This is an optimization exercise on Yosys and OpenROAD, whose aim is small area, a short achievable clock period and few clock cycles per item, not a production implementation. Where RTL was checked, it was by simulation tests only, not by an equivalence proof against the original. No activity file was given, so power comes from the tool's default toggle rates.

alpha:
## complex_multiplier
module complex_multiplier #(
    parameter INT_WIDTH = 8,
    parameter FRAC_WIDTH = 8
) (
    input wire clk,
    input wire rst,
    input wire signed [INT_WIDTH+FRAC_WIDTH-1:0] a_real,
    input wire signed [INT_WIDTH+FRAC_WIDTH-1:0] a_imag,
    input wire signed [INT_WIDTH+FRAC_WIDTH-1:0] b_real,
    input wire signed [INT_WIDTH+FRAC_WIDTH-1:0] b_imag,
    output wire signed [INT_WIDTH+FRAC_WIDTH-1:0] out_real,
    output wire signed [INT_WIDTH+FRAC_WIDTH-1:0] out_imag,
    input wire start,
    output reg done
);
clock: 10.0 ns
lec_check: 0
cap_margin: 20
core_margin: 2
core_utilization: 40
setup_slack_margin: 3
slew_margin: 20
run.sh (not shown) runs the stock make flow with config.mk's settings and CLKGATE_MAP_FILE= SYNTH_SCRIPT=/design/flow/synth_recipe.tcl, a recipe that flattens the netlist after the stock synthesis.
alpha closes out successfully: all stages finished, all timing, DRC and antenna checks passed.
[inputs] beta vs alpha
Settings: ABC_AREA now 1, previously not set.
Cell with the largest stage delay on the worst path: sky130_fd_sc_hd__buf_4 -> alpha, sky130_fd_sc_hd__nor2_1 -> beta. Delta(wire length per cell, beta - alpha) < 0. Average size of a mapped cell ends up higher on beta. Higher multi-input gate count goes to alpha over beta. NOTE non-clock buffer count alpha->beta decreased by more than 10%. beta ended with more detailed-routing iteration count for the pre-antenna-repair pass than alpha.
> inputs changed (beta -> gamma)
Settings: a deleted ABC_AREA that had been 1; a deleted SETUP_SLACK_MARGIN that had been 3.
### Flow results
- In summary, gamma completed successfully, with a layout that passed the timing, design-rule and antenna checks.
- gamma vs beta, timing endpoint of the critical path: re_q1[9] vs re_q1[11]
- Taking beta as the reference point, the worst setup slack of gamma falls by 740 ps.
- Summary of gamma over beta: growth of design area from synthesis to finish -6.9 points, area after synthesis increased by 34% relative to the old numbers, detailed placement HPWL higher.
Function was not checked in any run of this note: the RTL went through the layout flow alone.


complex_multiplier, a different RTL version from the one above (not shown whole).
For scale: roughly 1800 cells after synthesis, ~97 flip-flops, ~100 I/O pins, ~20000 sq um of cells after synthesis.
==> flow/config.mk <==
export PLATFORM = sky130hd
export DESIGN_NAME = complex_multiplier
export DESIGN_NICKNAME = complex_multiplier
export VERILOG_FILES = /design/flow/design.v
export SDC_FILE = /design/flow/constraint.sdc
export NUM_CORES = 4
export LEC_CHECK = 0
export CAP_MARGIN = 20
export CORE_MARGIN = 2
export CORE_UTILIZATION = 40
export SETUP_SLACK_MARGIN = 4.5
export SLEW_MARGIN = 20
export SYNTH_HIERARCHICAL = 1
export SYNTH_MINIMUM_KEEP_SIZE = 0
==> flow/constraint.sdc <==
create_clock -name core_clock -period 10.0 [get_ports {clk}]
set_input_delay 2.0000 -clock core_clock [delete_from_list [all_inputs] [get_ports {clk}]]
set_output_delay 2.0000 -clock core_clock [all_outputs]
set_load 0.01 [all_outputs]
Testbench counts at the start, summed over its fixed seeds: cycles 4,000, items 4,000.
Edit:
SETUP_SLACK_MARGIN = 5   (was 4.5)
Result: The changed run completed without violations. Global-route usage is higher by 6.5 points. Critical path depth falls by 2. Power rose by 8.2%.
Edit:
==> flow/flow/run.sh (new file) <==
#!/bin/bash
# The standard layout (the standard.sh, standard synthesis unchanged), with two
# placement/resizer settings changed: the input and output ports get a plain buffer
# (buf_4) instead of the resizer's default pick, and the resizer may swap a cell for one
# of another footprint when it repairs timing.
set -euo pipefail
bash standard.sh BUFFER_PORTS_ARGS="-buffer_cell sky130_fd_sc_hd__buf_4" MATCH_CELL_FOOTPRINT=0 finish > layout.log 2>&1
==> flow/standard.sh (new file) <==
#!/bin/bash
# synth_recipe.tcl (not shown) runs the flow's synth.tcl, then flattens the netlist and writes it again
# the make line also repeats each setting of config.mk as NAME=value (left out here)
make -C /OpenROAD-flow-scripts/flow DESIGN_CONFIG=/design/flow/config.mk WORK_HOME=/design/flow/orfs CLKGATE_MAP_FILE= SYNTH_SCRIPT=/design/flow/synth_recipe.tcl "${@:-finish}"
SETUP_SLACK_MARGIN = 4.5   (was 5)
removed: flow/run.sh
After rerunning: The new run completed with no timing, DRC or antenna violations; setup slack improves by 0.20 ns; critical path depth climbs by 1; clock-buffer cell count fell by 1; fmax climbs by 3.6%; total power is lower by 11%; worst hold slack gets worse by 0.29 ns.

==> separate check: timing with driven ports <==
How much do the figures lean on ideal ports? The routed layouts below were timed once more, with nothing changed but the port constraints.
Step 1 (the two cells are an assumption about what drives the block):
set clk [get_ports {clk}]
set_driving_cell -lib_cell sky130_fd_sc_hd__clkbuf_16 $clk
set_driving_cell -lib_cell sky130_fd_sc_hd__buf_2 [delete_from_list [all_inputs] $clk]
Step 2 moves the port delays by t, midway between the first and last clock arrival at a register: inputs arrive t later, outputs are due t later. That takes back most of the time a late clock gives input paths.
Slacks: no drivers / after step 1 / after step 2; pairs: no drivers / after step 1.
run | t, ns | slack for setup (ns) | pins driven straight from the clock port
alpha | 0.443 | 3.024 / 3.072 / 2.629 | 1
beta | 0.439 | 3.035 / 3.068 / 2.629 | 1
gamma | 0.445 | 2.293 / 2.312 / 1.868 | 1
the first run of note 2 | 0.438 | 4.508 / 4.503 / 4.066 | 1
the second run of note 2 | 0.439 | 4.359 / 4.390 / 3.951 | 1
the third run of note 2 | 0.438 | 4.555 / 4.528 / 4.090 | 1
After both steps every run listed still meets setup and hold. The setup slack of the third run of note 2, which loses most, moves by -0.027 ns with the drivers and by -0.465 ns with both steps.
